What follows belongs to an exercise in optimizing a design on an open flow for small area; a production flow would make more cautious choices. The RTL was checked by simulation tests, not by an equivalence proof against the original design.

`design/flow/config.mk`:
```
export PLATFORM = sky130hd
export DESIGN_NAME = sort16_top
export DESIGN_NICKNAME = sort16_top
export VERILOG_FILES = /design/flow/design.v
export SDC_FILE = /design/flow/constraint.sdc
export NUM_CORES = 4
export LEC_CHECK = 0
export CAP_MARGIN = 20
export CORE_MARGIN = 2
export CORE_UTILIZATION = 60
export GPL_TIMING_DRIVEN = 0
export PLACE_DENSITY = 0.7
export SETUP_SLACK_MARGIN = 0.2
export SLEW_MARGIN = 20
```
`design/flow/constraint.sdc`:
```
create_clock -name core_clock -period 7.0 [get_ports {clk}]
set_input_delay 1.4000 -clock core_clock [delete_from_list [all_inputs] [get_ports {clk}]]
set_output_delay 1.4000 -clock core_clock [all_outputs]
set_load 0.01 [all_outputs]
```
`design/flow/design.v`:
```
module sort16_top (
    input  logic         clk,
    input  logic         rst_n,
    input  logic         in_valid,
    input  logic [255:0] in_data,    
    output logic         out_valid,
    output logic [255:0] out_data    
);
    logic [1:0] valid;
    always_ff @(posedge clk) begin
        if (!rst_n) valid <= '0;
        else valid <= {valid[0:0], in_valid};
    end
    assign out_valid = valid[1];
    logic [15:0] v0_0, v0_1, v0_2, v0_3, v0_4, v0_5, v0_6, v0_7, v0_8, v0_9, v0_10, v0_11, v0_12, v0_13, v0_14, v0_15;
    assign v0_0 = in_data[15:0];
    assign v0_1 = in_data[31:16];
    assign v0_2 = in_data[47:32];
    assign v0_3 = in_data[63:48];
    assign v0_4 = in_data[79:64];
    assign v0_5 = in_data[95:80];
    assign v0_6 = in_data[111:96];
    assign v0_7 = in_data[127:112];
    assign v0_8 = in_data[143:128];
    assign v0_9 = in_data[159:144];
    assign v0_10 = in_data[175:160];
    assign v0_11 = in_data[191:176];
    assign v0_12 = in_data[207:192];
    assign v0_13 = in_data[223:208];
    assign v0_14 = in_data[239:224];
    assign v0_15 = in_data[255:240];
    logic g1_0_13;
    assign g1_0_13 = v0_0 > v0_13;
    logic g1_1_12;
    assign g1_1_12 = v0_1 > v0_12;
    logic g1_2_15;
    assign g1_2_15 = v0_2 > v0_15;
    logic g1_3_14;
    assign g1_3_14 = v0_3 > v0_14;
    logic g1_4_8;
    assign g1_4_8 = v0_4 > v0_8;
    logic g1_5_6;
    assign g1_5_6 = v0_5 > v0_6;
    logic g1_7_11;
    assign g1_7_11 = v0_7 > v0_11;
    logic g1_9_10;
    assign g1_9_10 = v0_9 > v0_10;
    logic s1_0_13;
    logic [15:0] v1_0, v1_13;
    assign s1_0_13 = g1_0_13;
    assign v1_0 = s1_0_13 ? v0_13 : v0_0;
    assign v1_13 = s1_0_13 ? v0_0 : v0_13;
    logic s1_1_12;
    logic [15:0] v1_1, v1_12;
    assign s1_1_12 = g1_1_12;
    assign v1_1 = s1_1_12 ? v0_12 : v0_1;
    assign v1_12 = s1_1_12 ? v0_1 : v0_12;
    logic s1_2_15;
    logic [15:0] v1_2, v1_15;
    assign s1_2_15 = g1_2_15;
    assign v1_2 = s1_2_15 ? v0_15 : v0_2;
    assign v1_15 = s1_2_15 ? v0_2 : v0_15;
    logic s1_3_14;
    logic [15:0] v1_3, v1_14;
    assign s1_3_14 = g1_3_14;
    assign v1_3 = s1_3_14 ? v0_14 : v0_3;
    assign v1_14 = s1_3_14 ? v0_3 : v0_14;
    logic s1_4_8;
    logic [15:0] v1_4, v1_8;
    assign s1_4_8 = g1_4_8;
    assign v1_4 = s1_4_8 ? v0_8 : v0_4;
    assign v1_8 = s1_4_8 ? v0_4 : v0_8;
    logic s1_5_6;
    logic [15:0] v1_5, v1_6;
    assign s1_5_6 = g1_5_6;
    assign v1_5 = s1_5_6 ? v0_6 : v0_5;
    assign v1_6 = s1_5_6 ? v0_5 : v0_6;
    logic s1_7_11;
    logic [15:0] v1_7, v1_11;
    assign s1_7_11 = g1_7_11;
    assign v1_7 = s1_7_11 ? v0_11 : v0_7;
    assign v1_11 = s1_7_11 ? v0_7 : v0_11;
    logic s1_9_10;
    logic [15:0] v1_9, v1_10;
    assign s1_9_10 = g1_9_10;
    assign v1_9 = s1_9_10 ? v0_10 : v0_9;
    assign v1_10 = s1_9_10 ? v0_9 : v0_10;
    logic g2_0_5;
    assign g2_0_5 = v1_5 > v1_0;
    logic g2_1_7;
    assign g2_1_7 = v1_7 > v1_1;
    logic g2_2_9;
    assign g2_2_9 = v1_9 > v1_2;
    logic g2_3_4;
    assign g2_3_4 = v1_4 > v1_3;
    logic g2_6_13;
    assign g2_6_13 = v1_13 > v1_6;
    logic g2_8_14;
    assign g2_8_14 = v1_14 > v1_8;
    logic g2_10_15;
    assign g2_10_15 = v1_15 > v1_10;
    logic g2_11_12;
    assign g2_11_12 = v1_12 > v1_11;
    logic s2_0_5;
    logic [15:0] v2_0, v2_5;
    assign s2_0_5 = !g2_0_5;
    assign v2_0 = s2_0_5 ? v1_5 : v1_0;
    assign v2_5 = s2_0_5 ? v1_0 : v1_5;
    logic s2_1_7;
    logic [15:0] v2_1, v2_7;
    assign s2_1_7 = !g2_1_7;
    assign v2_1 = s2_1_7 ? v1_7 : v1_1;
    assign v2_7 = s2_1_7 ? v1_1 : v1_7;
    logic s2_2_9;
    logic [15:0] v2_2, v2_9;
    assign s2_2_9 = !g2_2_9;
    assign v2_2 = s2_2_9 ? v1_9 : v1_2;
    assign v2_9 = s2_2_9 ? v1_2 : v1_9;
    logic s2_3_4;
    logic [15:0] v2_3, v2_4;
    assign s2_3_4 = !g2_3_4;
    assign v2_3 = s2_3_4 ? v1_4 : v1_3;
    assign v2_4 = s2_3_4 ? v1_3 : v1_4;
    logic s2_6_13;
    logic [15:0] v2_6, v2_13;
    assign s2_6_13 = !g2_6_13;
    assign v2_6 = s2_6_13 ? v1_13 : v1_6;
    assign v2_13 = s2_6_13 ? v1_6 : v1_13;
    logic s2_8_14;
    logic [15:0] v2_8, v2_14;
    assign s2_8_14 = !g2_8_14;
    assign v2_8 = s2_8_14 ? v1_14 : v1_8;
    assign v2_14 = s2_8_14 ? v1_8 : v1_14;
    logic s2_10_15;
    logic [15:0] v2_10, v2_15;
    assign s2_10_15 = !g2_10_15;
    assign v2_10 = s2_10_15 ? v1_15 : v1_10;
    assign v2_15 = s2_10_15 ? v1_10 : v1_15;
    logic s2_11_12;
    logic [15:0] v2_11, v2_12;
    assign s2_11_12 = !g2_11_12;
    assign v2_11 = s2_11_12 ? v1_12 : v1_11;
    assign v2_12 = s2_11_12 ? v1_11 : v1_12;
    logic g3_0_1;
    assign g3_0_1 = v2_0 > v2_1;
    logic g3_2_3;
    assign g3_2_3 = v2_2 > v2_3;
    logic g3_4_5;
    assign g3_4_5 = v2_4 > v2_5;
    logic g3_6_8;
    assign g3_6_8 = v2_6 > v2_8;
    logic g3_7_9;
    assign g3_7_9 = v2_7 > v2_9;
    logic g3_10_11;
    assign g3_10_11 = v2_10 > v2_11;
    logic g3_12_13;
    assign g3_12_13 = v2_12 > v2_13;
    logic g3_14_15;
    assign g3_14_15 = v2_14 > v2_15;
    logic s3_0_1;
    logic [15:0] v3_0, v3_1;
    assign s3_0_1 = g3_0_1;
    assign v3_0 = s3_0_1 ? v2_1 : v2_0;
    assign v3_1 = s3_0_1 ? v2_0 : v2_1;
    logic s3_2_3;
    logic [15:0] v3_2, v3_3;
    assign s3_2_3 = g3_2_3;
    assign v3_2 = s3_2_3 ? v2_3 : v2_2;
    assign v3_3 = s3_2_3 ? v2_2 : v2_3;
    logic s3_4_5;
    logic [15:0] v3_4, v3_5;
    assign s3_4_5 = g3_4_5;
    assign v3_4 = s3_4_5 ? v2_5 : v2_4;
    assign v3_5 = s3_4_5 ? v2_4 : v2_5;
    logic s3_6_8;
    logic [15:0] v3_6, v3_8;
    assign s3_6_8 = g3_6_8;
    assign v3_6 = s3_6_8 ? v2_8 : v2_6;
    assign v3_8 = s3_6_8 ? v2_6 : v2_8;
    logic s3_7_9;
    logic [15:0] v3_7, v3_9;
    assign s3_7_9 = g3_7_9;
    assign v3_7 = s3_7_9 ? v2_9 : v2_7;
    assign v3_9 = s3_7_9 ? v2_7 : v2_9;
    logic s3_10_11;
    logic [15:0] v3_10, v3_11;
    assign s3_10_11 = g3_10_11;
    assign v3_10 = s3_10_11 ? v2_11 : v2_10;
    assign v3_11 = s3_10_11 ? v2_10 : v2_11;
    logic s3_12_13;
    logic [15:0] v3_12, v3_13;
    assign s3_12_13 = g3_12_13;
    assign v3_12 = s3_12_13 ? v2_13 : v2_12;
    assign v3_13 = s3_12_13 ? v2_12 : v2_13;
    logic s3_14_15;
    logic [15:0] v3_14, v3_15;
    assign s3_14_15 = g3_14_15;
    assign v3_14 = s3_14_15 ? v2_15 : v2_14;
    assign v3_15 = s3_14_15 ? v2_14 : v2_15;
    logic [15:0] r1_v3_0, q1_0;
    always_ff @(posedge clk) r1_v3_0 <= ~v3_0;
    assign q1_0 = ~r1_v3_0;
    logic [15:0] r1_v3_1, q1_1;
    always_ff @(posedge clk) r1_v3_1 <= ~v3_1;
    assign q1_1 = ~r1_v3_1;
    logic [15:0] r1_v3_2, q1_2;
    always_ff @(posedge clk) r1_v3_2 <= ~v3_2;
    assign q1_2 = ~r1_v3_2;
    logic [15:0] r1_v3_3, q1_3;
    always_ff @(posedge clk) r1_v3_3 <= ~v3_3;
    assign q1_3 = ~r1_v3_3;
    logic [15:0] r1_v3_4, q1_4;
    always_ff @(posedge clk) r1_v3_4 <= ~v3_4;
    assign q1_4 = ~r1_v3_4;
    logic [15:0] r1_v3_5, q1_5;
    always_ff @(posedge clk) r1_v3_5 <= ~v3_5;
    assign q1_5 = ~r1_v3_5;
    logic [15:0] r1_v3_6, q1_6;
    always_ff @(posedge clk) r1_v3_6 <= ~v3_6;
    assign q1_6 = ~r1_v3_6;
    logic [15:0] r1_v3_7, q1_7;
    always_ff @(posedge clk) r1_v3_7 <= ~v3_7;
    assign q1_7 = ~r1_v3_7;
    logic [15:0] r1_v3_8, q1_8;
    always_ff @(posedge clk) r1_v3_8 <= ~v3_8;
    assign q1_8 = ~r1_v3_8;
    logic [15:0] r1_v3_9, q1_9;
    always_ff @(posedge clk) r1_v3_9 <= ~v3_9;
    assign q1_9 = ~r1_v3_9;
    logic [15:0] r1_v3_10, q1_10;
    always_ff @(posedge clk) r1_v3_10 <= ~v3_10;
    assign q1_10 = ~r1_v3_10;
    logic [15:0] r1_v3_11, q1_11;
    always_ff @(posedge clk) r1_v3_11 <= ~v3_11;
    assign q1_11 = ~r1_v3_11;
    logic [15:0] r1_v3_12, q1_12;
    always_ff @(posedge clk) r1_v3_12 <= ~v3_12;
    assign q1_12 = ~r1_v3_12;
    logic [15:0] r1_v3_13, q1_13;
    always_ff @(posedge clk) r1_v3_13 <= ~v3_13;
    assign q1_13 = ~r1_v3_13;
    logic [15:0] r1_v3_14, q1_14;
    always_ff @(posedge clk) r1_v3_14 <= ~v3_14;
    assign q1_14 = ~r1_v3_14;
    logic [15:0] r1_v3_15, q1_15;
    always_ff @(posedge clk) r1_v3_15 <= ~v3_15;
    assign q1_15 = ~r1_v3_15;
    logic g4_0_2;
    assign g4_0_2 = q1_2 > q1_0;
    logic g4_1_3;
    assign g4_1_3 = q1_3 > q1_1;
    logic g4_4_10;
    assign g4_4_10 = q1_10 > q1_4;
    logic g4_5_11;
    assign g4_5_11 = q1_11 > q1_5;
    logic g4_6_7;
    assign g4_6_7 = q1_7 > q1_6;
    logic g4_8_9;
    assign g4_8_9 = q1_9 > q1_8;
    logic g4_12_14;
    assign g4_12_14 = q1_14 > q1_12;
    logic g4_13_15;
    assign g4_13_15 = q1_15 > q1_13;
    logic s4_0_2;
    logic [15:0] v4_0, v4_2;
    assign s4_0_2 = !g4_0_2;
    assign v4_0 = s4_0_2 ? q1_2 : q1_0;
    assign v4_2 = s4_0_2 ? q1_0 : q1_2;
    logic s4_1_3;
    logic [15:0] v4_1, v4_3;
    assign s4_1_3 = !g4_1_3;
    assign v4_1 = s4_1_3 ? q1_3 : q1_1;
    assign v4_3 = s4_1_3 ? q1_1 : q1_3;
    logic s4_4_10;
    logic [15:0] v4_4, v4_10;
    assign s4_4_10 = !g4_4_10;
    assign v4_4 = s4_4_10 ? q1_10 : q1_4;
    assign v4_10 = s4_4_10 ? q1_4 : q1_10;
    logic s4_5_11;
    logic [15:0] v4_5, v4_11;
    assign s4_5_11 = !g4_5_11;
    assign v4_5 = s4_5_11 ? q1_11 : q1_5;
    assign v4_11 = s4_5_11 ? q1_5 : q1_11;
    logic s4_6_7;
    logic [15:0] v4_6, v4_7;
    assign s4_6_7 = !g4_6_7;
    assign v4_6 = s4_6_7 ? q1_7 : q1_6;
    assign v4_7 = s4_6_7 ? q1_6 : q1_7;
    logic s4_8_9;
    logic [15:0] v4_8, v4_9;
    assign s4_8_9 = !g4_8_9;
    assign v4_8 = s4_8_9 ? q1_9 : q1_8;
    assign v4_9 = s4_8_9 ? q1_8 : q1_9;
    logic s4_12_14;
    logic [15:0] v4_12, v4_14;
    assign s4_12_14 = !g4_12_14;
    assign v4_12 = s4_12_14 ? q1_14 : q1_12;
    assign v4_14 = s4_12_14 ? q1_12 : q1_14;
    logic s4_13_15;
    logic [15:0] v4_13, v4_15;
    assign s4_13_15 = !g4_13_15;
    assign v4_13 = s4_13_15 ? q1_15 : q1_13;
    assign v4_15 = s4_13_15 ? q1_13 : q1_15;
    logic g5_1_2;
    assign g5_1_2 = v4_1 > v4_2;
    logic g5_13_14;
    assign g5_13_14 = v4_13 > v4_14;
    logic g5_3_12;
    assign g5_3_12 = v4_3 > v4_12;
    logic g5_4_6;
    assign g5_4_6 = v4_4 > v4_6;
    logic g5_9_11;
    assign g5_9_11 = v4_9 > v4_11;
    logic g5_5_7;
    assign g5_5_7 = v4_5 > v4_7;
    logic g5_8_10;
    assign g5_8_10 = v4_8 > v4_10;
    logic s5_1_2;
    logic [15:0] v5_1, v5_2;
    assign s5_1_2 = g5_1_2;
    assign v5_1 = s5_1_2 ? v4_2 : v4_1;
    assign v5_2 = s5_1_2 ? v4_1 : v4_2;
    logic s5_13_14;
    logic [15:0] v5_13, v5_14;
    assign s5_13_14 = g5_13_14;
    assign v5_13 = s5_13_14 ? v4_14 : v4_13;
    assign v5_14 = s5_13_14 ? v4_13 : v4_14;
    logic s5_3_12;
    logic [15:0] v5_3, v5_12;
    assign s5_3_12 = g5_3_12;
    assign v5_3 = s5_3_12 ? v4_12 : v4_3;
    assign v5_12 = s5_3_12 ? v4_3 : v4_12;
    logic s5_4_6;
    logic [15:0] v5_4, v5_6;
    assign s5_4_6 = g5_4_6;
    assign v5_4 = s5_4_6 ? v4_6 : v4_4;
    assign v5_6 = s5_4_6 ? v4_4 : v4_6;
    logic s5_9_11;
    logic [15:0] v5_9, v5_11;
    assign s5_9_11 = g5_9_11;
    assign v5_9 = s5_9_11 ? v4_11 : v4_9;
    assign v5_11 = s5_9_11 ? v4_9 : v4_11;
    logic s5_5_7;
    logic [15:0] v5_5, v5_7;
    assign s5_5_7 = g5_5_7;
    assign v5_5 = s5_5_7 ? v4_7 : v4_5;
    assign v5_7 = s5_5_7 ? v4_5 : v4_7;
    logic s5_8_10;
    logic [15:0] v5_8, v5_10;
    assign s5_8_10 = g5_8_10;
    assign v5_8 = s5_8_10 ? v4_10 : v4_8;
    assign v5_10 = s5_8_10 ? v4_8 : v4_10;
    logic g6_1_4;
    assign g6_1_4 = v5_4 > v5_1;
    logic g6_11_14;
    assign g6_11_14 = v5_14 > v5_11;
    logic g6_2_6;
    assign g6_2_6 = v5_6 > v5_2;
    logic g6_9_13;
    assign g6_9_13 = v5_13 > v5_9;
    logic g6_3_10;
    assign g6_3_10 = v5_10 > v5_3;
    logic g6_5_12;
    assign g6_5_12 = v5_12 > v5_5;
    logic g6_7_8;
    assign g6_7_8 = v5_8 > v5_7;
    logic s6_1_4;
    logic [15:0] v6_1, v6_4;
    assign s6_1_4 = !g6_1_4;
    assign v6_1 = s6_1_4 ? v5_4 : v5_1;
    assign v6_4 = s6_1_4 ? v5_1 : v5_4;
    logic s6_11_14;
    logic [15:0] v6_11, v6_14;
    assign s6_11_14 = !g6_11_14;
    assign v6_11 = s6_11_14 ? v5_14 : v5_11;
    assign v6_14 = s6_11_14 ? v5_11 : v5_14;
    logic s6_2_6;
    logic [15:0] v6_2, v6_6;
    assign s6_2_6 = !g6_2_6;
    assign v6_2 = s6_2_6 ? v5_6 : v5_2;
    assign v6_6 = s6_2_6 ? v5_2 : v5_6;
    logic s6_9_13;
    logic [15:0] v6_9, v6_13;
    assign s6_9_13 = !g6_9_13;
    assign v6_9 = s6_9_13 ? v5_13 : v5_9;
    assign v6_13 = s6_9_13 ? v5_9 : v5_13;
    logic s6_3_10;
    logic [15:0] v6_3, v6_10;
    assign s6_3_10 = !g6_3_10;
    assign v6_3 = s6_3_10 ? v5_10 : v5_3;
    assign v6_10 = s6_3_10 ? v5_3 : v5_10;
    logic s6_5_12;
    logic [15:0] v6_5, v6_12;
    assign s6_5_12 = !g6_5_12;
    assign v6_5 = s6_5_12 ? v5_12 : v5_5;
    assign v6_12 = s6_5_12 ? v5_5 : v5_12;
    logic s6_7_8;
    logic [15:0] v6_7, v6_8;
    assign s6_7_8 = !g6_7_8;
    assign v6_7 = s6_7_8 ? v5_8 : v5_7;
    assign v6_8 = s6_7_8 ? v5_7 : v5_8;
    logic g7_2_4;
    assign g7_2_4 = v6_2 > v6_4;
    logic g7_11_13;
    assign g7_11_13 = v6_11 > v6_13;
    logic g7_3_7;
    assign g7_3_7 = v6_3 > v6_7;
    logic g7_8_12;
    assign g7_8_12 = v6_8 > v6_12;
    logic g7_5_6;
    assign g7_5_6 = v6_5 > v6_6;
    logic g7_9_10;
    assign g7_9_10 = v6_9 > v6_10;
    logic [15:0] r2_v4_0, q2_0;
    always_ff @(posedge clk) r2_v4_0 <= v4_0;
    assign q2_0 = r2_v4_0;
    logic [15:0] r2_v6_1, q2_1;
    always_ff @(posedge clk) r2_v6_1 <= v6_1;
    assign q2_1 = r2_v6_1;
    logic [15:0] r2_v6_2, q2_2;
    always_ff @(posedge clk) r2_v6_2 <= v6_2;
    assign q2_2 = r2_v6_2;
    logic [15:0] r2_v6_3, q2_3;
    always_ff @(posedge clk) r2_v6_3 <= v6_3;
    assign q2_3 = r2_v6_3;
    logic [15:0] r2_v6_4, q2_4;
    always_ff @(posedge clk) r2_v6_4 <= v6_4;
    assign q2_4 = r2_v6_4;
    logic [15:0] r2_v6_5, q2_5;
    always_ff @(posedge clk) r2_v6_5 <= v6_5;
    assign q2_5 = r2_v6_5;
    logic [15:0] r2_v6_6, q2_6;
    always_ff @(posedge clk) r2_v6_6 <= v6_6;
    assign q2_6 = r2_v6_6;
    logic [15:0] r2_v6_7, q2_7;
    always_ff @(posedge clk) r2_v6_7 <= v6_7;
    assign q2_7 = r2_v6_7;
    logic [15:0] r2_v6_8, q2_8;
    always_ff @(posedge clk) r2_v6_8 <= v6_8;
    assign q2_8 = r2_v6_8;
    logic [15:0] r2_v6_9, q2_9;
    always_ff @(posedge clk) r2_v6_9 <= v6_9;
    assign q2_9 = r2_v6_9;
    logic [15:0] r2_v6_10, q2_10;
    always_ff @(posedge clk) r2_v6_10 <= v6_10;
    assign q2_10 = r2_v6_10;
    logic [15:0] r2_v6_11, q2_11;
    always_ff @(posedge clk) r2_v6_11 <= v6_11;
    assign q2_11 = r2_v6_11;
    logic [15:0] r2_v6_12, q2_12;
    always_ff @(posedge clk) r2_v6_12 <= v6_12;
    assign q2_12 = r2_v6_12;
    logic [15:0] r2_v6_13, q2_13;
    always_ff @(posedge clk) r2_v6_13 <= v6_13;
    assign q2_13 = r2_v6_13;
    logic [15:0] r2_v6_14, q2_14;
    always_ff @(posedge clk) r2_v6_14 <= v6_14;
    assign q2_14 = r2_v6_14;
    logic [15:0] r2_v4_15, q2_15;
    always_ff @(posedge clk) r2_v4_15 <= v4_15;
    assign q2_15 = r2_v4_15;
    logic r2_g7_2_4;
    always_ff @(posedge clk) r2_g7_2_4 <= g7_2_4;
    logic r2_g7_11_13;
    always_ff @(posedge clk) r2_g7_11_13 <= g7_11_13;
    logic r2_g7_3_7;
    always_ff @(posedge clk) r2_g7_3_7 <= g7_3_7;
    logic r2_g7_8_12;
    always_ff @(posedge clk) r2_g7_8_12 <= g7_8_12;
    logic r2_g7_5_6;
    always_ff @(posedge clk) r2_g7_5_6 <= g7_5_6;
    logic r2_g7_9_10;
    always_ff @(posedge clk) r2_g7_9_10 <= g7_9_10;
    logic s7_2_4;
    logic [15:0] v7_2, v7_4;
    assign s7_2_4 = r2_g7_2_4;
    assign v7_2 = s7_2_4 ? q2_4 : q2_2;
    assign v7_4 = s7_2_4 ? q2_2 : q2_4;
    logic s7_11_13;
    logic [15:0] v7_11, v7_13;
    assign s7_11_13 = r2_g7_11_13;
    assign v7_11 = s7_11_13 ? q2_13 : q2_11;
    assign v7_13 = s7_11_13 ? q2_11 : q2_13;
    logic s7_3_7;
    logic [15:0] v7_3, v7_7;
    assign s7_3_7 = r2_g7_3_7;
    assign v7_3 = s7_3_7 ? q2_7 : q2_3;
    assign v7_7 = s7_3_7 ? q2_3 : q2_7;
    logic s7_8_12;
    logic [15:0] v7_8, v7_12;
    assign s7_8_12 = r2_g7_8_12;
    assign v7_8 = s7_8_12 ? q2_12 : q2_8;
    assign v7_12 = s7_8_12 ? q2_8 : q2_12;
    logic s7_5_6;
    logic [15:0] v7_5, v7_6;
    assign s7_5_6 = r2_g7_5_6;
    assign v7_5 = s7_5_6 ? q2_6 : q2_5;
    assign v7_6 = s7_5_6 ? q2_5 : q2_6;
    logic s7_9_10;
    logic [15:0] v7_9, v7_10;
    assign s7_9_10 = r2_g7_9_10;
    assign v7_9 = s7_9_10 ? q2_10 : q2_9;
    assign v7_10 = s7_9_10 ? q2_9 : q2_10;
    logic g8_3_5;
    assign g8_3_5 = v7_5 > v7_3;
    logic g8_10_12;
    assign g8_10_12 = v7_12 > v7_10;
    logic g8_6_7;
    assign g8_6_7 = v7_7 > v7_6;
    logic g8_8_9;
    assign g8_8_9 = v7_9 > v7_8;
    logic s8_3_5;
    logic [15:0] v8_3, v8_5;
    assign s8_3_5 = !g8_3_5;
    assign v8_3 = s8_3_5 ? v7_5 : v7_3;
    assign v8_5 = s8_3_5 ? v7_3 : v7_5;
    logic s8_10_12;
    logic [15:0] v8_10, v8_12;
    assign s8_10_12 = !g8_10_12;
    assign v8_10 = s8_10_12 ? v7_12 : v7_10;
    assign v8_12 = s8_10_12 ? v7_10 : v7_12;
    logic s8_6_7;
    logic [15:0] v8_6, v8_7;
    assign s8_6_7 = !g8_6_7;
    assign v8_6 = s8_6_7 ? v7_7 : v7_6;
    assign v8_7 = s8_6_7 ? v7_6 : v7_7;
    logic s8_8_9;
    logic [15:0] v8_8, v8_9;
    assign s8_8_9 = !g8_8_9;
    assign v8_8 = s8_8_9 ? v7_9 : v7_8;
    assign v8_9 = s8_8_9 ? v7_8 : v7_9;
    logic g9_3_4;
    assign g9_3_4 = v8_3 > v7_4;
    logic g9_5_6;
    assign g9_5_6 = v8_5 > v8_6;
    logic g9_7_8;
    assign g9_7_8 = v8_7 > v8_8;
    logic g9_9_10;
    assign g9_9_10 = v8_9 > v8_10;
    logic g9_11_12;
    assign g9_11_12 = v8_12 > v7_11;
    logic s9_3_4;
    logic [15:0] v9_3, v9_4;
    assign s9_3_4 = g9_3_4;
    assign v9_3 = s9_3_4 ? v7_4 : v8_3;
    assign v9_4 = s9_3_4 ? v8_3 : v7_4;
    logic s9_5_6;
    logic [15:0] v9_5, v9_6;
    assign s9_5_6 = g9_5_6;
    assign v9_5 = s9_5_6 ? v8_6 : v8_5;
    assign v9_6 = s9_5_6 ? v8_5 : v8_6;
    logic s9_7_8;
    logic [15:0] v9_7, v9_8;
    assign s9_7_8 = g9_7_8;
    assign v9_7 = s9_7_8 ? v8_8 : v8_7;
    assign v9_8 = s9_7_8 ? v8_7 : v8_8;
    logic s9_9_10;
    logic [15:0] v9_9, v9_10;
    assign s9_9_10 = g9_9_10;
    assign v9_9 = s9_9_10 ? v8_10 : v8_9;
    assign v9_10 = s9_9_10 ? v8_9 : v8_10;
    logic s9_11_12;
    logic [15:0] v9_11, v9_12;
    assign s9_11_12 = !g9_11_12;
    assign v9_11 = s9_11_12 ? v8_12 : v7_11;
    assign v9_12 = s9_11_12 ? v7_11 : v8_12;
    assign out_data = {q2_15, q2_14, v7_13, v9_12, v9_11, v9_10, v9_9, v9_8, v9_7, v9_6, v9_5, v9_4, v9_3, v7_2, q2_1, q2_0};
endmodule
```
`design/flow/flow/run.sh`:
```
#!/bin/bash
set -euo pipefail
cd "$(dirname "$0")/.."
R=orfs/results/sky130hd/sort16_top/base
bash standard.sh synth > std_synth.log 2>&1
python3 flow/sortnet.py net hand_netlist.v > sortnet.log 2>&1
python3 flow/sortnet.py check $R/1_2_yosys.v hand_netlist.v > regcheck.log 2>&1
cp $R/1_2_yosys.v std_synth_netlist.v
cp hand_netlist.v $R/1_2_yosys.v
rm -f $R/1_synth.odb $R/1_synth.sdc
touch $R/1_2_yosys.v
export BUFFER_PORTS_ARGS="-buffer_cell sky130_fd_sc_hd__buf_1"
# clock tree: small clock buffers, no dummy loads
export CTS_ARGS="-sink_clustering_enable -repair_clock_nets -dont_use_dummy_load -sink_clustering_size 16 -sink_clustering_max_diameter 60 -root_buf sky130_fd_sc_hd__clkbuf_16 -buf_list {sky130_fd_sc_hd__clkbuf_4 sky130_fd_sc_hd__clkbuf_8}"
# sizing may change a cell's footprint (the platform default limits repair to same-size swaps)
bash standard.sh finish MATCH_CELL_FOOTPRINT=0 > layout.log 2>&1
```
`design/flow/flow/sortnet.py`:
```
#!/usr/bin/env python3
"""a 61-comparator, 9-level sorting network (the 4-level hypercube start of Green's network,
then 5 levels found by a search, checked on all 2^16 0-1 inputs) for 16 unsigned 16-bit values, with register
stages at CUTS: a cut k puts a register stage after level k; a cut k.5 puts it inside level
k+1, after its comparators (its comparison results and input values are registered, its
swaps come after the register).

  python3 sortnet.py rtl OUTDIR   writes OUTDIR/rtl/sort16_top.sv (and the two unused files)
  python3 sortnet.py net FILE     writes the same design as a sky130hd gate-level netlist

Both come from the same plan, so they agree register by register: the netlist builds every
compare-and-swap from inverting muxes (o22ai), so a value's wires may carry it inverted; a
register then holds the inverted value, and the RTL says so (r <= ~v). The netlist's registers
have the names and cell type Yosys gives the RTL's registers.
"""
import sys, os

L = [[(0,13),(1,12),(2,15),(3,14),(4,8),(5,6),(7,11),(9,10)],
     [(0,5),(1,7),(2,9),(3,4),(6,13),(8,14),(10,15),(11,12)],
     [(0,1),(2,3),(4,5),(6,8),(7,9),(10,11),(12,13),(14,15)],
     [(0,2),(1,3),(4,10),(5,11),(6,7),(8,9),(12,14),(13,15)],
     [(1,2),(13,14),(3,12),(4,6),(9,11),(5,7),(8,10)],
     [(1,4),(11,14),(2,6),(9,13),(3,10),(5,12),(7,8)],
     [(2,4),(11,13),(3,7),(8,12),(5,6),(9,10)],
     [(3,5),(10,12),(6,7),(8,9)],
     [(3,4),(5,6),(7,8),(9,10),(11,12)]]
CUTS = [3, 6.5]
N, W = 16, 16

# x > y from x and ny = ~y (16 bits each), mapped by ABC (&nf) from a two-group prefix form.
GT_CELLS = """\
nand2_1 A=nb5 B=a5 Y=t0
o211ai_1 A1=nb1 A2=a1 B1=nb0 C1=a0 Y=t1
a22oi_1 A1=nb2 A2=a2 B1=nb1 B2=a1 Y=t2
o22ai_1 A1=nb3 A2=a3 B1=nb2 B2=a2 Y=t3
a21oi_1 A1=t1 A2=t2 B1=t3 Y=t4
a22o_1 A1=nb4 A2=a4 B1=nb3 B2=a3 X=t5
o22ai_1 A1=nb4 A2=a4 B1=t4 B2=t5 Y=t6
o22ai_1 A1=nb6 A2=a6 B1=nb5 B2=a5 Y=t7
a21oi_1 A1=t0 A2=t6 B1=t7 Y=t8
a221oi_1 A1=nb7 A2=a7 B1=nb6 B2=a6 C1=t8 Y=t9
nor2_1 A=nb15 B=a15 Y=t10
nor2_1 A=nb8 B=a8 Y=t11
nor2_1 A=t10 B=t11 Y=t12
o22ai_1 A1=nb12 A2=a12 B1=nb11 B2=a11 Y=t13
o22ai_1 A1=nb10 A2=a10 B1=nb9 B2=a9 Y=t14
o22ai_1 A1=nb14 A2=a14 B1=nb13 B2=a13 Y=t15
nor3_1 A=t13 B=t14 C=t15 Y=t16
o211ai_1 A1=nb7 A2=a7 B1=t12 C1=t16 Y=t17
a22oi_1 A1=nb9 A2=a9 B1=nb8 B2=a8 Y=t18
a22oi_1 A1=nb11 A2=a11 B1=nb10 B2=a10 Y=t19
o21ai_0 A1=t14 A2=t18 B1=t19 Y=t20
nand2b_1 A_N=t13 B=t20 Y=t21
a22oi_1 A1=nb13 A2=a13 B1=nb12 B2=a12 Y=t22
a21oi_1 A1=t21 A2=t22 B1=t15 Y=t23
a221oi_1 A1=nb15 A2=a15 B1=nb14 B2=a14 C1=t23 Y=t24
o22ai_1 A1=t9 A2=t17 B1=t24 B2=t10 Y=gt
"""
# The comparison result drives the 32 swap cells of a compare-and-swap as S (through buf_6)
# and as ~S (through inv_6). Each swap cell is an o22ai: ~((S | x0) & (~S | x1)) = ~(S ? x1 : x0),
# an inverting 2:1 mux; o22a is the non-inverting one.
SEL_BUF = "buf_6"
SEL_INV = "inv_6"


def plan():
    """The steps the two writers follow. Every mux inverts, except the last mux of a position
    that would otherwise reach its output inverted (that one is a non-inverting o22a)."""
    steps = plan1(set())
    last = {}
    for st in steps:
        if st[0] == "mux":
            for c in st[2]:
                last[c[0]] = last[c[1]] = st[1]
    fix = {(last[i], i) for i, q in enumerate(steps[-1][1]) if q}
    steps = plan1(fix)
    assert not any(steps[-1][1])
    return steps


def plan1(noninv):
    """Walk the network, tracking each position's wire polarity (1: inverted); the outputs
    (level, position) in noninv come from non-inverting muxes. A compare-and-swap is
    (a, b, pa, pb, p, ta, tb, gab): positions a < b (min to a), their wire polarities, the
    polarity p of its mux data, whether each output mux is non-inverting, and whether its
    comparison result means A > B (else B > A)."""
    pol = [0] * N
    steps = []
    cuts = sorted(CUTS)
    ci = 0
    for lv in range(len(L) + 1):
        if ci < len(cuts) and cuts[ci] == lv:
            steps.append(("cut", ci + 1, list(pol), []))
            ci += 1
        if lv == len(L):
            break
        cas = []
        for a, b in L[lv]:
            pa, pb = pol[a], pol[b]
            if pa == pb:
                p = pa
                gab = (p == 0)       # comparator sees A^p, ~B^p
            else:
                p = 1                # the true input gets an inverted copy for the muxes
                gab = (pa == 0)      # comparator sees the true one and the inverted one
            ta, tb = (lv + 1, a) in noninv, (lv + 1, b) in noninv
            cas.append((a, b, pa, pb, p, ta, tb, gab))
            pol[a] = p if ta else 1 - p
            pol[b] = p if tb else 1 - p
        steps.append(("cmp", lv + 1, cas))
        if ci < len(cuts) and cuts[ci] == lv + 0.5:
            prev = [x[2] if x[0] == a else x[3] for a in range(N) for x in cas if a in x[:2]]
            inpol = list(pol)
            for x in cas:
                inpol[x[0]], inpol[x[1]] = x[2], x[3]
            steps.append(("cut", ci + 1, inpol, [(lv + 1, x[0], x[1]) for x in cas]))
            ci += 1
        steps.append(("mux", lv + 1, cas))
    steps.append(("out", list(pol)))
    return steps


def cut_text():
    return ", ".join("%g" % c for c in CUTS)


def write_rtl(outdir):
    steps = plan()
    o = []
    w = o.append
    w("// Streaming sorter: one vector of 16 unsigned 16-bit values may enter per")
    w("// cycle; each comes out sorted in ascending order (element 0 smallest),")
    w("// with out_valid marking the cycle, in the order the vectors entered.")
    w("// Generated by sortnet.py: a 61-comparator, 9-level sorting network with")
    w("// register stages at levels %s (k.5: after the comparisons of level k+1), latency %d." % (
        cut_text(), len(CUTS)))
    w("// Some registers hold their value inverted (r <= ~v), as the gate-level layout keeps it.")
    w("module sort16_top (")
    w("    input  logic         clk,")
    w("    input  logic         rst_n,")
    w("    input  logic         in_valid,")
    w("    input  logic [255:0] in_data,   // element i in bits [16*i+15:16*i]")
    w("    output logic         out_valid,")
    w("    output logic [255:0] out_data   // element i in bits [16*i+15:16*i]")
    w(");")
    n = len(CUTS)
    w("    // valid flag travelling alongside the data")
    w("    logic [%d:0] valid;" % (n - 1))
    w("    always_ff @(posedge clk) begin")
    w("        if (!rst_n) valid <= '0;")
    w("        else valid <= {valid[%d:0], in_valid};" % (n - 2) if n > 1 else "        else valid <= in_valid;")
    w("    end")
    w("    assign out_valid = valid[%d];" % (n - 1))
    w("")
    cur = ["v0_%d" % i for i in range(N)]
    w("    logic [15:0] %s;" % ", ".join(cur))
    for i in range(N):
        w("    assign v0_%d = in_data[%d:%d];" % (i, W * i + W - 1, W * i))
    sel = {}
    for st in steps:
        if st[0] == "cut":
            _, s, pol, sels = st
            w("    // register stage %d" % s)
            new = []
            for i in range(N):
                r = "r%d_%s" % (s, cur[i])
                t = "q%d_%d" % (s, i)
                w("    logic [15:0] %s, %s;" % (r, t))
                if pol[i]:
                    w("    always_ff @(posedge clk) %s <= ~%s;" % (r, cur[i]))
                    w("    assign %s = ~%s;" % (t, r))
                else:
                    w("    always_ff @(posedge clk) %s <= %s;" % (r, cur[i]))
                    w("    assign %s = %s;" % (t, r))
                new.append(t)
            cur = new
            for key in sels:
                r = "r%d_%s" % (s, sel[key])
                w("    logic %s;" % r)
                w("    always_ff @(posedge clk) %s <= %s;" % (r, sel[key]))
                sel[key] = r
        elif st[0] == "cmp":
            _, lv, cas = st
            for a, b, pa, pb, p, ta, tb, gab in cas:
                g = "g%d_%d_%d" % (lv, a, b)
                w("    logic %s;" % g)
                if gab:
                    w("    assign %s = %s > %s;" % (g, cur[a], cur[b]))
                else:
                    w("    assign %s = %s > %s;" % (g, cur[b], cur[a]))
                sel[(lv, a, b)] = g
        elif st[0] == "mux":
            _, lv, cas = st
            new = list(cur)
            for a, b, pa, pb, p, ta, tb, gab in cas:
                g = sel[(lv, a, b)]
                s = "s%d_%d_%d" % (lv, a, b)
                na, nb = "v%d_%d" % (lv, a), "v%d_%d" % (lv, b)
                w("    logic %s;" % s)
                w("    logic [15:0] %s, %s;" % (na, nb))
                # swap when A > B (equal values may go either way)
                w("    assign %s = %s%s;" % (s, "" if gab else "!", g))
                w("    assign %s = %s ? %s : %s;" % (na, s, cur[b], cur[a]))
                w("    assign %s = %s ? %s : %s;" % (nb, s, cur[a], cur[b]))
                new[a], new[b] = na, nb
            cur = new
    w("    assign out_data = {%s};" % ", ".join(reversed(cur)))
    w("endmodule")
    os.makedirs(os.path.join(outdir, "rtl"), exist_ok=True)
    with open(os.path.join(outdir, "rtl", "sort16_top.sv"), "w") as f:
        f.write("\n".join(o) + "\n")
    for m in ("sorter_base1.sv", "merger_base1.sv"):
        with open(os.path.join(outdir, "rtl", m), "w") as f:
            f.write("// Not used: sort16_top.sv holds the whole sorting network.\n")


def write_net(path):
    steps = plan()
    gt = [ln.split() for ln in GT_CELLS.strip().splitlines()]
    cells = []
    wires = []
    cnt = [0]

    def cell(t, name=None, **pins):
        if name is None:
            cnt[0] += 1
            name = "g%d" % cnt[0]
        cells.append((t, name, pins))

    def wire(nm):
        wires.append(nm)
        return nm

    def invs(src, tag):
        out = [wire("%s%d" % (tag, k)) for k in range(W)]
        for k in range(W):
            cell("inv_2", A=src[k], Y=out[k])
        return out

    # wires of the 16 positions, cur[i][bit], and their names in the RTL
    cur = [["in_data[%d]" % (W * i + k) for k in range(W)] for i in range(N)]
    names = ["v0_%d" % i for i in range(N)]
    sel = {}    # (level, a, b) -> [comparison result wire, its name in the RTL]
    for st in steps:
        if st[0] == "cut":
            _, s, pol, sels = st
            # register names follow the RTL's: r<stage>_<name of the value>
            for i in range(N):
                rn = "r%d_%s" % (s, names[i])
                q = []
                for k in range(W):
                    qn = wire("%s_q%d" % (rn, k))
                    cell("dfxtp_1", "\\%s[%d]$_DFF_P_ " % (rn, k), CLK="clk", D=cur[i][k], Q=qn)
                    q.append(qn)
                cur[i] = q
                names[i] = "q%d_%d" % (s, i)
            for key in sels:
                g, gn = sel[key]
                rn = "r%d_%s" % (s, gn)
                qn = wire("%s_q" % rn)
                cell("dfxtp_1", "\\%s$_DFF_P_ " % rn, CLK="clk", D=g, Q=qn)
                sel[key] = [qn, rn]
        elif st[0] == "cmp":
            _, lv, cas = st
            for a, b, pa, pb, p, ta, tb, gab in cas:
                tag = "l%d_%d_%d" % (lv, a, b)
                A, B = cur[a], cur[b]
                # comparator inputs: x and ny = ~y; result x > y
                if pa == pb:
                    x, ny = A, invs(B, tag + "_nb")
                elif pa == 0:
                    x, ny = A, B
                else:
                    x, ny = B, A
                g = wire("%s_gt" % tag)
                loc = {}
                for ln in gt:
                    t, ps = ln[0], dict(kv.split("=") for kv in ln[1:])
                    pins = {}
                    for pn, v in ps.items():
                        if v.startswith("nb"):
                            pins[pn] = ny[int(v[2:])]
                        elif v.startswith("a"):
                            pins[pn] = x[int(v[1:])]
                        elif v == "gt":
                            pins[pn] = g
                        else:
                            if v not in loc:
                                loc[v] = wire("%s_%s" % (tag, v))
                            pins[pn] = loc[v]
                    cell(t, **pins)
                sel[(lv, a, b)] = [g, "g%d_%d_%d" % (lv, a, b)]
        elif st[0] == "mux":
            _, lv, cas = st
            for a, b, pa, pb, p, ta, tb, gab in cas:
                tag = "l%d_%d_%d" % (lv, a, b)
                A, B = cur[a], cur[b]
                MA, MB = A, B
                if pa != pb:
                    # mux data at polarity 1: invert the true input
                    if pa == 0:
                        MA = invs(A, tag + "_ia")
                    else:
                        MB = invs(B, tag + "_ib")
                g = sel[(lv, a, b)][0]
                sb = wire("%s_sel" % tag)
                sn = wire("%s_seln" % tag)
                cell(SEL_BUF, A=g, X=sb)
                cell(SEL_INV, A=g, Y=sn)
                # min goes to a, max to b; swap (min = B) when the select is 1 if the result
                # means A > B, else when it is 0.
                oa = [wire("%s_oa%d" % (tag, k)) for k in range(W)]
                ob = [wire("%s_ob%d" % (tag, k)) for k in range(W)]

                def mux(noninv, x0, x1, y):
                    if noninv:
                        cell("o22a_1", A1=sb, A2=x0, B1=sn, B2=x1, X=y)
                    else:
                        cell("o22ai_1", A1=sb, A2=x0, B1=sn, B2=x1, Y=y)
                for k in range(W):
                    if gab:
                        mux(ta, MA[k], MB[k], oa[k])
                        mux(tb, MB[k], MA[k], ob[k])
                    else:
                        mux(ta, MB[k], MA[k], oa[k])
                        mux(tb, MA[k], MB[k], ob[k])
                cur[a], cur[b] = oa, ob
                names[a], names[b] = "v%d_%d" % (lv, a), "v%d_%d" % (lv, b)
        elif st[0] == "out":
            ren = {}
            for i in range(N):
                for k in range(W):
                    # the final wire has no other load: it becomes the port
                    ren[cur[i][k]] = "out_data[%d]" % (W * i + k)
            for t, nm, pins in cells:
                for pn in pins:
                    if pins[pn] in ren:
                        assert pn in ("Y", "X", "Q"), (nm, pn)
                        pins[pn] = ren[pins[pn]]
            wires[:] = [x for x in wires if x not in ren]
    # valid flag: valid[s] <= rst_n & valid[s-1]
    n = len(CUTS)
    prev = "in_valid"
    for s in range(n):
        d = wire("valid_d%d" % s)
        q = "out_valid" if s == n - 1 else wire("valid_q%d" % s)
        cell("and2_1", A="rst_n", B=prev, X=d)
        cell("dfxtp_1", "\\valid[%d]$_SDFF_PN0_ " % s, CLK="clk", D=d, Q=q)
        prev = q
    o = []
    w = o.append
    w("module sort16_top(clk, rst_n, in_valid, in_data, out_valid, out_data);")
    w("  input clk;\n  input rst_n;\n  input in_valid;\n  input [255:0] in_data;")
    w("  output out_valid;\n  output [255:0] out_data;")
    for nm in wires:
        w("  wire %s;" % nm)
    for t, nm, pins in cells:
        w("  sky130_fd_sc_hd__%s %s (%s);" % (t, nm, ", ".join(".%s(%s)" % kv for kv in pins.items())))
    w("endmodule")
    with open(path, "w") as f:
        f.write("\n".join(o) + "\n")


def check_regs(std, net):
    """The registers of net must be those of std (the standard synthesis): same names, same
    cell type."""
    import re
    pat = re.compile(r"sky130_fd_sc_hd__(df\w+)\s+(\\\S+|\w+)\s*\(")
    a = {m.group(2): m.group(1) for m in pat.finditer(open(std).read())}
    b = {m.group(2): m.group(1) for m in pat.finditer(open(net).read())}
    print("standard synthesis: %d registers, netlist: %d registers" % (len(a), len(b)))
    if a != b:
        for k in sorted(set(a) | set(b)):
            if a.get(k) != b.get(k):
                print("differs:", k, a.get(k), b.get(k))
        sys.exit(1)
    print("registers match")


if __name__ == "__main__":
    if sys.argv[1] == "rtl":
        write_rtl(sys.argv[2])
    elif sys.argv[1] == "net":
        write_net(sys.argv[2])
    else:
        check_regs(sys.argv[2], sys.argv[3])
```
`design/flow/standard.sh`:
```
#!/bin/bash
# synth_recipe.tcl (not shown) runs the flow's synth.tcl, then flattens the netlist and writes it again
# the make line also repeats each setting of config.mk as NAME=value (left out here)
make -C /OpenROAD-flow-scripts/flow DESIGN_CONFIG=/design/flow/config.mk WORK_HOME=/design/flow/orfs CLKGATE_MAP_FILE= SYNTH_SCRIPT=/design/flow/synth_recipe.tcl "${@:-finish}"
```
==> flow_metrics.tcl <==
set metrics [dict create \
    hpwl_mm 135 \
    use_met1_pct 59.8 \
    max_clock_freq_ghz 0.149 \
    tightest_slew_ps 1050 \
    busiest_layer "met2" \
    outcome "complete, no violations" \
    tritoncts "yes" \
    path_class "input port to register" \
    grt_pass1_vias 40800 \
    numPortBuffers 515 \
    hold_ws_ps 453 \
    synth_warnings 1 \
    grtUsageTotal_pct 48.6 \
    fin_worst_skew_ps 68.3 \
    vias_per_cell 7.59 \
    dr.pass1.iters 10 \
    crit_family "compound AO/OA/AOI/OAI gates" \
    rsz0062_at_grt "true" \
    io_pins 516 \
    drt_wl_total_mm 172 \
    clk_latency_ps 580 \
    hold_viol 0 \
    cpPeakStageDelay_ps 560 \
    maxSlewHeadroom_pct 30.2 \
    grt_max_degree 33 \
    cap_violations 0 \
    path_common_cell "o22ai_1" \
    die_w_um 255 \
    dp_cells 6510 \
    setup_viol 0 \
    fin_crit_sh_pct 96.0 \
    cts_buffer_depth 3 \
    drv_slew 0 \
    clk_pin_slew_worst_paths_ps 100 \
    critPathCaptureType "register" \
    worst-path-buf-inv 7 \
    crit_path_start_kind "input port" \
    core_area_um2 61900 \
    routedWlPerCell_um 26.2 \
    grt.met2_usage_pct 74.3 \
    cts_buffers 44 \
    dieArea_um2 64800 \
    crit_arrival_ps 7150 \
    start_util_pct 60.8 \
    cts_root_buffer "clkbuf_16" \
    postRouteAntennaNets 0 \
    drive_gt1_share_pct 23.9 \
    synth_area_um2 37700 \
    cts.sinks 520 \
    required_ps 7430 \
    rows 91 \
    grt_util_met3_pct 11.2 \
    fin_cells 6568 \
    critical_path.max_fanout 32 \
    drtIter0Drc 9515 \
    postSynthCellCount 5158 \
    htreeDepth 2 \
    overflow 0 \
    dr_total_vias 49900 \
    antenna_found_initial 5 \
    synth_nets 5417 \
    postSynthAreaPerCell_um2 7.31 \
    min_period_ps 6720 \
    route.detailed.drc 0 \
    hold_class "register to register" \
    fin_setup_tns_ps 0 \
    slowest_stage "o22ai_1" \
    die_y_um 255 \
    grt_pass1_wl_mm 241 \
    cts_hold_buffers 0 \
    final_nets 5988 \
    synthToLayoutAreaGrowth_pct 13.9 \
    finalWeightedCongestion 1.13 \
]
[repair_timing]
item | CTS | global route
resized for setup | 8 | 236
gates cloned | 0 | 3
setup endpoints to repair | 3 | 120
buffers inserted | 0 | 7
pin swaps | 0 | 9
[metal layers]
layer / vias to the layer above / wire [um]
met5: - / 27
met4: 4 / 15900
met3: 967 / 23100
met2: 4158 / 71900
met1: 22500 / 60800
li1: 22200 / -
[worst register-to-register path: cells and delay by family, from the launching register on]
| family | cells | cell delay, ps |
|---|---|---|
| AOI/OAI and AO/OA | 26 | 4990 |
| buffers and inverters | 7 | 990 |
| DFF | 1 | 460 |
| and+or+nand+nor | 1 | 80 |
[worst paths after layout]
check             slack [ps]  cells after the start         start          end
setup / recovery         280                     28  in_data[130]  r1_v3_3[11]
hold / removal           450                      1      valid[0]     valid[1]
setup reg to reg         370                     34   r1_v3_14[2]  r2_g7_11_13
hold reg to reg          450                      1      valid[0]     valid[1]
[area by class of cell]
class	instances	area (um^2)
timing repair buffer	523	1990
inverter	1037	4210
clock buffer	44	662
sequential	520	10400
timing repair inverter	2	10.0
antenna	4	10.0
multi-input combinational	3540	23900
buffer	61	698
tap	837	1050
fill	5347	19000
[cells in the final DEF (no fill, tap or decap)]
| cell | n |
|---|---|
| nand2b_1 | 61 |
| buf_4 | 7 |
| buf_12 | 1 |
| bufinv_8 | 1 |
| buf_1 | 515 |
| inv_2 | 976 |
| clkbuf_8 | 40 |
| clkbuf_16 | 5 |
| a22o_1 | 61 |
| nor2_1 | 183 |
| o22ai_1 | 2047 |
| dfxtp_2 | 7 |
| dfxtp_1 | 513 |
| nor3_1 | 61 |
| buf_6 | 59 |
| diode_2 | 4 |
| o22a_1 | 128 |
| a21oi_1 | 183 |
| a221oi_2 | 3 |
| clkinv_2 | 2 |
| and2_1 | 2 |
| o22ai_2 | 179 |
| nand2_1 | 61 |
| a22oi_1 | 244 |
| o211ai_1 | 122 |
| o22ai_4 | 25 |
| inv_6 | 60 |
| a221oi_1 | 119 |
| clkbuf_4 | 1 |
| o21ai_0 | 61 |
[stage by stage]
step	setup WS (ps)	area [um^2]	utilization [%]
after floorplan	1490	37700	-
after global placement	10.4	40700	65.7
final	279	42900	69.3
after global routing	50.7	42900	69.3
after detailed placement	-55.7	40700	65.7
after CTS	205	41400	66.8

what the ideal ports hide:
Ports are ideal in the flow. The routed layout listed here was re-timed in OpenROAD.
Step 1: set_driving_cell puts a clkbuf_16 on clk and a buf_2 on each other input, an assumption about the parent block.
Step 2 also shifts input and output timing later by t, the mid clock arrival at the registers, as if the neighbouring blocks saw the same clock.
a / b / c = ideal / step 1 / step 2; a / b = the first two.
t, ns: 0.624
setup WS [ns]: 0.279 / 0.287 / -0.295
worst setup path at the end: input to register
pins driven straight from the clock port: 1
With both steps, setup timing fails in this run, where it was met with ideal ports. The setup slack of this run moves by +0.008 ns with the drivers and by -0.574 ns with both steps.
